Background: an optimization exercise with open tools, aiming at small area, a short achievable clock period and few clock cycles per item. Do not read the settings as production practice.
Where RTL was checked, it was by simulation tests only, not by an equivalence proof against the original.
No activity file was given, so power comes from the tool's default toggle rates.

==> flow/design.v (excerpt) <==
module top (
  input          clk,
  input          rstn,
  input          start,
  input          use_prev_cv,
  input  [511:0] data_i,
  input  [159:0] cv,
  output         busy,
  output         out_valid,
  output [159:0] cv_next
);
Size in the first run: about 4600 cells after synthesis, roughly 980 flip-flops, roughly 840 I/O pins, ~43000 sq um of cells after synthesis.
==> module top, before the edit <==
module top (
  input          clk,
  input          rstn,
  input          start,
  input          use_prev_cv,
  input  [511:0] data_i,
  input  [159:0] cv,
  output         busy,
  output         out_valid,
  output [159:0] cv_next
);
  reg         busy_r, valid_r;
  reg [6:0]   cnt;              
  reg         ph_ch, ph_maj;    
  reg [1:0]   phn;              
  reg         x_en;             
  reg         en4, en3, en2, last;
  reg [511:0] win;              
  reg [31:0]  au, av, b, c, d;  
  reg [31:0]  zs, zc;           
  reg [31:0]  ha, hb;           
  reg [159:0] res;              
  wire idle = ~busy_r & ~valid_r;
  assign busy = busy_r;
  assign out_valid = valid_r;
  assign cv_next = res;
  wire [159:0] hv = use_prev_cv ? res : cv;
  function [31:0] kconst(input [1:0] p);
    case (p)
      2'd0: kconst = 32'h5A827999;
      2'd1: kconst = 32'h6ED9EBA1;
      2'd2: kconst = 32'h8F1BBCDC;
      default: kconst = 32'hCA62C1D6;
    endcase
  endfunction
  wire [31:0] au_n, av_n;
  sha1_round u_rnd (.au(au), .av(av), .b(b), .c(c), .d(d), .zs(zs), .zc(zc),
                    .f_ch(ph_ch), .f_maj(ph_maj), .au_n(au_n), .av_n(av_n));
  wire [31:0] a_full = au + av;
  wire [31:0] wx = win[511-32*13 -: 32] ^ win[511-32*8 -: 32] ^
                   win[511-32*2 -: 32] ^ win[511 -: 32];
  wire [31:0] wn = {wx[30:0], wx[31]};
  wire [31:0] kn = kconst(phn);
  wire [31:0] xg = x_en ? hb : 32'd0;
  wire [31:0] w1 = win[511-32 -: 32];
  wire [31:0] p1 = d ^ w1 ^ xg;
  wire [31:0] q1 = {(d[30:0] & w1[30:0]) | (d[30:0] & xg[30:0]) | (w1[30:0] & xg[30:0]), 1'b0};
  wire [31:0] zs_n = p1 ^ q1 ^ kn;
  wire [31:0] zc_n = {(p1[30:0] & q1[30:0]) | (p1[30:0] & kn[30:0]) | (q1[30:0] & kn[30:0]), 1'b0};
  wire [31:0] e0 = hv[31:0];
  wire [31:0] w0 = data_i[511:480];
  wire [31:0] k0 = kconst(2'd0);
  wire [31:0] zs_0 = e0 ^ w0 ^ k0;
  wire [31:0] zc_0 = {(e0[30:0] & w0[30:0]) | (e0[30:0] & k0[30:0]) | (w0[30:0] & k0[30:0]), 1'b0};
  wire [31:0] fx = last ? b : {b[1:0], b[31:2]};
  wire [31:0] fy = fx + ha;
  wire [6:0] cnt_n = idle ? 7'd0 : cnt + 7'd1;
  reg  [31:0] ha_n;
  always @* begin
    case (cnt[1:0])
      2'd0: ha_n = hv[31:0];       
      2'd1: ha_n = hv[63:32];      
      2'd2: ha_n = hv[95:64];      
      default: ha_n = hv[127:96];  
    endcase
  end
  always @(posedge clk or negedge rstn)
    if (!rstn) begin
      busy_r  <= 1'b0;
      valid_r <= 1'b0;
    end else begin
      busy_r  <= (idle & start) | (busy_r & ~last);
      valid_r <= (busy_r & last) | (valid_r & start);
    end
  always @(posedge clk) begin
    cnt    <= cnt_n;
    ph_ch  <= cnt_n < 7'd20;
    ph_maj <= cnt_n >= 7'd40 && cnt_n < 7'd60;
    phn    <= cnt_n < 7'd19 ? 2'd0 : cnt_n < 7'd39 ? 2'd1 : cnt_n < 7'd59 ? 2'd2 : 2'd3;
    x_en   <= cnt_n == 7'd78;
    en4    <= cnt_n == 7'd77;
    en3    <= cnt_n == 7'd78;
    en2    <= cnt_n == 7'd79;
    last   <= cnt_n == 7'd80;
    ha     <= ha_n;
    hb     <= hv[159:128];
    if (idle) begin
      win <= data_i;
      au  <= hv[159:128];
      av  <= 32'd0;
      b   <= hv[127:96];
      c   <= hv[95:64];
      d   <= hv[63:32];
      zs  <= zs_0;
      zc  <= zc_0;
    end else begin
      win <= {win[479:0], wn};
      au  <= au_n;
      av  <= av_n;
      b   <= a_full;
      c   <= {b[1:0], b[31:2]};
      d   <= c;
      zs  <= zs_n;
      zc  <= zc_n;
    end
    if (busy_r) begin
      if (en4)  res[31:0]    <= fy;
      if (en3)  res[63:32]   <= fy;
      if (en2)  res[95:64]   <= fy;
      if (last) res[127:96]  <= fy;
      if (last) res[159:128] <= a_full;
    end
  end
endmodule
Settings: LEC_CHECK=0, CAP_MARGIN=20, CORE_MARGIN=2, CORE_UTILIZATION=40, SETUP_SLACK_MARGIN=3, SLEW_MARGIN=20; clock period 6.0 ns.
run.sh (not shown) runs the stock make flow with config.mk's settings and CLKGATE_MAP_FILE= SYNTH_SCRIPT=/design/flow/synth_recipe.tcl, a recipe that flattens the netlist after the stock synthesis.
The first run produced a clean layout.
Testbench counts at the start, summed over its fixed seeds: cycles 39,840, blocks 480.
Next try:
--- a/flow/design.v
+++ b/flow/design.v
@@ -47,6 +47,8 @@
   reg [31:0]  au, av, b, c, d;  
   reg [31:0]  zs, zc;           
   reg [31:0]  ha, hb;           
+  reg [31:0]  fx;               
+  reg         pre_last;         
   reg [159:0] res;              
   wire idle = ~busy_r & ~valid_r;
   assign busy = busy_r;
@@ -65,12 +67,21 @@
   sha1_round u_rnd (.au(au), .av(av), .b(b), .c(c), .d(d), .zs(zs), .zc(zc),
                     .f_ch(ph_ch), .f_maj(ph_maj), .au_n(au_n), .av_n(av_n));
   wire [31:0] a_full = au + av;
-  wire [31:0] wx = win[511-32*13 -: 32] ^ win[511-32*8 -: 32] ^
-                   win[511-32*2 -: 32] ^ win[511 -: 32];
-  wire [31:0] wn = {wx[30:0], wx[31]};
+  wire [31:0] wx = win[32*13 +: 32] ^ win[32*8 +: 32] ^ win[32*2 +: 32] ^
+                   win[31:0];
+  wire        use_gen = ~idle & (cnt >= 7'd14);
+  wire [3:0]  wsel = idle ? 4'd1 : cnt[3:0] + 4'd2;
+  reg  [31:0] wd;
+  integer n;
+  always @* begin
+    wd = 32'd0;
+    for (n = 1; n < 16; n = n + 1)
+      wd = wd | (data_i[511-32*n -: 32] & {32{~use_gen && wsel == n}});
+  end
+  wire [31:0] wn = wd | ({wx[30:0], wx[31]} & {32{use_gen}});
   wire [31:0] kn = kconst(phn);
   wire [31:0] xg = x_en ? hb : 32'd0;
-  wire [31:0] w1 = win[511-32 -: 32];
+  wire [31:0] w1 = win[511:480];
   wire [31:0] p1 = d ^ w1 ^ xg;
   wire [31:0] q1 = {(d[30:0] & w1[30:0]) | (d[30:0] & xg[30:0]) | (w1[30:0] & xg[30:0]), 1'b0};
   wire [31:0] zs_n = p1 ^ q1 ^ kn;
@@ -80,7 +91,6 @@
   wire [31:0] k0 = kconst(2'd0);
   wire [31:0] zs_0 = e0 ^ w0 ^ k0;
   wire [31:0] zc_0 = {(e0[30:0] & w0[30:0]) | (e0[30:0] & k0[30:0]) | (w0[30:0] & k0[30:0]), 1'b0};
-  wire [31:0] fx = last ? b : {b[1:0], b[31:2]};
   wire [31:0] fy = fx + ha;
   wire [6:0] cnt_n = idle ? 7'd0 : cnt + 7'd1;
   reg  [31:0] ha_n;
@@ -110,10 +120,12 @@
     en3    <= cnt_n == 7'd78;
     en2    <= cnt_n == 7'd79;
     last   <= cnt_n == 7'd80;
+    pre_last <= cnt_n == 7'd79;
+    fx     <= pre_last ? a_full : {a_full[1:0], a_full[31:2]};
     ha     <= ha_n;
     hb     <= hv[159:128];
     if (idle) begin
-      win <= data_i;
+      win <= {wn, data_i[511:480], win[479:32]};
       au  <= hv[159:128];
       av  <= 32'd0;
       b   <= hv[127:96];
@@ -122,7 +134,7 @@
       zs  <= zs_0;
       zc  <= zc_0;
     end else begin
-      win <= {win[479:0], wn};
+      win <= {wn, win[511:32]};
       au  <= au_n;
       av  <= av_n;
       b   <= a_full;
Via count decreases by 11%.
Utilization increases by 1.3 points.
Routed wire length decreases by 11%.
First-iteration DRC count increases by 4.0%.
Final cell count decreases by 16%.
Critical path depth increases by 3.
Testbench counts after the change, summed over its fixed seeds: cycles 39,840, blocks 480.

Another version of the RTL of top (not shown whole).
For scale: ~3400 cells after synthesis, ~990 flip-flops, about 840 I/O pins.
==> module top, before the edit <==
module top (
  input          clk,
  input          rstn,
  input          start,
  input          use_prev_cv,
  input  [511:0] data_i,
  input  [159:0] cv,
  output         busy,
  output         out_valid,
  output [159:0] cv_next
);
  reg         busy_r, valid_r;
  reg [6:0]   cnt;              
  reg         ph_ch, ph_maj;    
  reg [1:0]   phn;              
  reg         en4, en3, en2, en1, last;
  reg         fx_plain;         
  reg [511:0] win;              
  reg [31:0]  au, av, b, c, d;  
  reg [31:0]  zs, zc;           
  reg [31:0]  ha;               
  reg [31:0]  fx;               
  reg [15:1]  tok;              
  reg         use_gen;          
  reg [159:0] res;              
  wire idle = ~busy_r & ~valid_r;
  assign busy = busy_r;
  assign out_valid = valid_r;
  assign cv_next = res;
  wire [159:0] hv = use_prev_cv ? res : cv;
  function [31:0] kconst(input [1:0] p);
    case (p)
      2'd0: kconst = 32'h5A827999;
      2'd1: kconst = 32'h6ED9EBA1;
      2'd2: kconst = 32'h8F1BBCDC;
      default: kconst = 32'hCA62C1D6;
    endcase
  endfunction
  wire [31:0] au_n, av_n;
  wire [4:0]  a_top;
  sha1_round u_rnd (.au(au), .av(av), .b(b), .c(c), .d(d), .zs(zs), .zc(zc),
                    .f_ch(ph_ch), .f_maj(ph_maj), .au_n(au_n), .av_n(av_n),
                    .a_top(a_top));
  wire [26:0] a_low = au[26:0] + av[26:0];
  wire [31:0] a_full = {a_top, a_low};
  wire [31:0] wx = win[32*13 +: 32] ^ win[32*8 +: 32] ^ win[32*2 +: 32] ^
                   win[31:0];
  reg  [31:0] wd;
  integer n;
  always @* begin
    wd = 32'd0;
    for (n = 1; n < 16; n = n + 1)
      wd = wd | (data_i[511-32*n -: 32] & {32{tok[n]}});
  end
  wire [31:0] wn = wd | ({wx[30:0], wx[31]} & {32{use_gen}});
  wire [31:0] kn = kconst(phn);
  wire [31:0] w1 = win[511:480];
  wire [31:0] zs_n = d ^ w1 ^ kn;
  wire [31:0] zc_n = {(d[30:0] & w1[30:0]) | (d[30:0] & kn[30:0]) | (w1[30:0] & kn[30:0]), 1'b0};
  wire [31:0] e0 = hv[31:0];
  wire [31:0] w0 = data_i[511:480];
  wire [31:0] k0 = kconst(2'd0);
  wire [31:0] zs_0 = e0 ^ w0 ^ k0;
  wire [31:0] zc_0 = {(e0[30:0] & w0[30:0]) | (e0[30:0] & k0[30:0]) | (w0[30:0] & k0[30:0]), 1'b0};
  wire [31:0] fy = fx + ha;
  wire [6:0] cnt_n = idle ? 7'd0 : cnt + 7'd1;
  reg  [31:0] ha_n;
  always @* begin
    case (cnt)
      7'd76: ha_n = hv[31:0];
      7'd77: ha_n = hv[63:32];
      7'd78: ha_n = hv[95:64];
      7'd79: ha_n = hv[127:96];
      default: ha_n = hv[159:128];
    endcase
  end
  wire busy_n  = (idle & start) | (busy_r & ~last);
  wire valid_n = (busy_r & last) | (valid_r & start);
  wire idle_n  = ~busy_n & ~valid_n;
  always @(posedge clk or negedge rstn)
    if (!rstn) begin
      busy_r  <= 1'b0;
      valid_r <= 1'b0;
      tok     <= 15'd1;
      use_gen <= 1'b0;
    end else begin
      busy_r  <= busy_n;
      valid_r <= valid_n;
      tok     <= idle_n ? 15'd1 : {tok[14:1], 1'b0};
      use_gen <= ~idle_n & (use_gen | tok[15]);
    end
  always @(posedge clk) begin
    cnt    <= cnt_n;
    ph_ch  <= cnt_n < 7'd20;
    ph_maj <= cnt_n >= 7'd40 && cnt_n < 7'd60;
    phn    <= cnt_n < 7'd19 ? 2'd0 : cnt_n < 7'd39 ? 2'd1 : cnt_n < 7'd59 ? 2'd2 : 2'd3;
    en4    <= cnt_n == 7'd77;
    en3    <= cnt_n == 7'd78;
    en2    <= cnt_n == 7'd79;
    en1    <= cnt_n == 7'd80;
    last   <= cnt_n == 7'd81;
    fx_plain <= cnt_n == 7'd79 || cnt_n == 7'd80;
    fx     <= fx_plain ? a_full : {a_full[1:0], a_full[31:2]};
    ha     <= ha_n;
    if (idle) begin
      win <= {wn, data_i[511:480], win[479:32]};
      au  <= hv[159:128];
      av  <= 32'd0;
      b   <= hv[127:96];
      c   <= hv[95:64];
      d   <= hv[63:32];
      zs  <= zs_0;
      zc  <= zc_0;
    end else begin
      win <= {wn, win[511:32]};
      au  <= au_n;
      av  <= av_n;
      b   <= a_full;
      c   <= {b[1:0], b[31:2]};
      d   <= c;
      zs  <= zs_n;
      zc  <= zc_n;
    end
    if (busy_r) begin
      if (en4)  res[31:0]    <= fy;
      if (en3)  res[63:32]   <= fy;
      if (en2)  res[95:64]   <= fy;
      if (en1)  res[127:96]  <= fy;
      if (last) res[159:128] <= fy;
    end
  end
endmodule
export LEC_CHECK = 0
export CAP_MARGIN = 20
export CORE_MARGIN = 2
export CORE_UTILIZATION = 40
export CTS_CLUSTER_DIAMETER = 80
export CTS_CLUSTER_SIZE = 24
export SETUP_SLACK_MARGIN = 3
export SLEW_MARGIN = 20
create_clock -name core_clock -period 6.0 [get_ports {clk}]
standard.sh (not shown) runs the stock make flow with config.mk's settings and CLKGATE_MAP_FILE= SYNTH_SCRIPT=/design/flow/synth_recipe.tcl, a recipe that flattens the netlist after the stock synthesis.
==> flow/flow/run.sh <==
#!/bin/bash
# The standard ORFS layout (standard.sh, unchanged synthesis), with one
# change: the I/O port buffers that placement inserts are buf_1 cells
# (buffer_ports -buffer_cell) rather than the default choice; repair_design
# still resizes them where a port drives a large load.
# Full make/tool output goes to standard.log; ORFS also keeps per-step logs
# under orfs/logs/.
set -uo pipefail
export BUFFER_PORTS_ARGS="-buffer_cell sky130_fd_sc_hd__buf_1"
bash standard.sh finish > standard.log 2>&1
status=$?
tail -n 20 standard.log
exit $status
Testbench counts at the start, summed over its fixed seeds: cycles 40,320, blocks 480.
Edit:
--- a/flow/design.v
+++ b/flow/design.v
@@ -56,7 +56,7 @@
   reg [31:0]  zs, zc;           
   reg [31:0]  ha;               
   reg [31:0]  fx;               
-  reg [15:1]  tok;              
+  reg [15:0]  tok;              
   reg         use_gen;          
   reg [159:0] res;              
   wire idle = ~busy_r & ~valid_r;
@@ -85,19 +85,14 @@
   integer n;
   always @* begin
     wd = 32'd0;
-    for (n = 1; n < 16; n = n + 1)
+    for (n = 0; n < 16; n = n + 1)
       wd = wd | (data_i[511-32*n -: 32] & {32{tok[n]}});
   end
   wire [31:0] wn = wd | ({wx[30:0], wx[31]} & {32{use_gen}});
   wire [31:0] kn = kconst(phn);
-  wire [31:0] w1 = win[511:480];
-  wire [31:0] zs_n = d ^ w1 ^ kn;
-  wire [31:0] zc_n = {(d[30:0] & w1[30:0]) | (d[30:0] & kn[30:0]) | (w1[30:0] & kn[30:0]), 1'b0};
-  wire [31:0] e0 = hv[31:0];
-  wire [31:0] w0 = data_i[511:480];
-  wire [31:0] k0 = kconst(2'd0);
-  wire [31:0] zs_0 = e0 ^ w0 ^ k0;
-  wire [31:0] zc_0 = {(e0[30:0] & w0[30:0]) | (e0[30:0] & k0[30:0]) | (w0[30:0] & k0[30:0]), 1'b0};
+  wire [31:0] ze = idle ? hv[31:0] : d;
+  wire [31:0] zs_n = ze ^ wn ^ kn;
+  wire [31:0] zc_n = {(ze[30:0] & wn[30:0]) | (ze[30:0] & kn[30:0]) | (wn[30:0] & kn[30:0]), 1'b0};
   wire [31:0] fy = fx + ha;
   wire [6:0] cnt_n = idle ? 7'd0 : cnt + 7'd1;
   reg  [31:0] ha_n;
@@ -117,19 +112,21 @@
     if (!rstn) begin
       busy_r  <= 1'b0;
       valid_r <= 1'b0;
-      tok     <= 15'd1;
+      tok     <= 16'd1;
       use_gen <= 1'b0;
+      phn     <= 2'd0;
     end else begin
       busy_r  <= busy_n;
       valid_r <= valid_n;
-      tok     <= idle_n ? 15'd1 : {tok[14:1], 1'b0};
+      tok     <= idle_n ? 16'd1 : {tok[14:0], 1'b0};
       use_gen <= ~idle_n & (use_gen | tok[15]);
+      phn     <= idle_n ? 2'd0 :
+                 cnt_n < 7'd19 ? 2'd0 : cnt_n < 7'd39 ? 2'd1 : cnt_n < 7'd59 ? 2'd2 : 2'd3;
     end
   always @(posedge clk) begin
     cnt    <= cnt_n;
     ph_ch  <= cnt_n < 7'd20;
     ph_maj <= cnt_n >= 7'd40 && cnt_n < 7'd60;
-    phn    <= cnt_n < 7'd19 ? 2'd0 : cnt_n < 7'd39 ? 2'd1 : cnt_n < 7'd59 ? 2'd2 : 2'd3;
     en4    <= cnt_n == 7'd77;
     en3    <= cnt_n == 7'd78;
     en2    <= cnt_n == 7'd79;
@@ -138,24 +135,21 @@
     fx_plain <= cnt_n == 7'd79 || cnt_n == 7'd80;
     fx     <= fx_plain ? a_full : {a_full[1:0], a_full[31:2]};
     ha     <= ha_n;
+    zs     <= zs_n;
+    zc     <= zc_n;
+    win    <= {wn, win[511:32]};
     if (idle) begin
-      win <= {wn, data_i[511:480], win[479:32]};
       au  <= hv[159:128];
       av  <= 32'd0;
       b   <= hv[127:96];
       c   <= hv[95:64];
       d   <= hv[63:32];
-      zs  <= zs_0;
-      zc  <= zc_0;
     end else begin
-      win <= {wn, win[511:32]};
       au  <= au_n;
       av  <= av_n;
       b   <= a_full;
       c   <= {b[1:0], b[31:2]};
       d   <= c;
-      zs  <= zs_n;
-      zc  <= zc_n;
     end
     if (busy_r) begin
       if (en4)  res[31:0]    <= fy;
What happened: The new run passed the timing, DRC and antenna checks; routed wire length went down by a few percent; sequential power barely changes; sequential cell count increases by 1; final area drops slightly; first-iteration DRC count is higher slightly; global-route usage shrinks by 0.26 points; setup slack got worse by 0.36 ns; clock-buffer cell count increases by 3; die area shrinks by a few percent; power grows by a few percent; synthesized area decreases by a few percent; final cell count shrinks slightly.
No functional check of the RTL was part of the second run of this note.

==> afterwards: timing with drivers on the ports <==
Ports are ideal in the flow. The routed layouts listed here were re-timed in OpenROAD.
Step 1 sets driving cells, clkbuf_16 on the clock port and buf_2 on the other inputs (assumed; they add their load-dependent delay and slew).
Step 2 moves the port delays by t, midway between the first and last clock arrival at a register: inputs arrive t later, outputs are due t later. That takes back most of the time a late clock gives input paths.
Slacks: ideal ports / drivers / drivers and shift; pairs: ideal ports / drivers.
| run | t (ns) | slack for setup (ns) | pins driven straight from the clock port |
|---|---|---|---|
| the first run of note 1 | 0.764 | 2.787 / 2.787 / 2.413 | 1 |
| the second run of note 1 | 0.745 | 2.802 / 2.802 / 2.449 | 1 |
| the first run of note 2 | 0.716 | 3.028 / 3.028 / 2.456 | 1 |
| the second run of note 2 | 0.706 | 2.670 / 2.670 / 2.435 | 1 |
After both steps setup and hold are still met in every run listed. The setup slack of the first run of note 2, which loses most, moves by 0.000 ns with the drivers and by -0.572 ns with both steps.
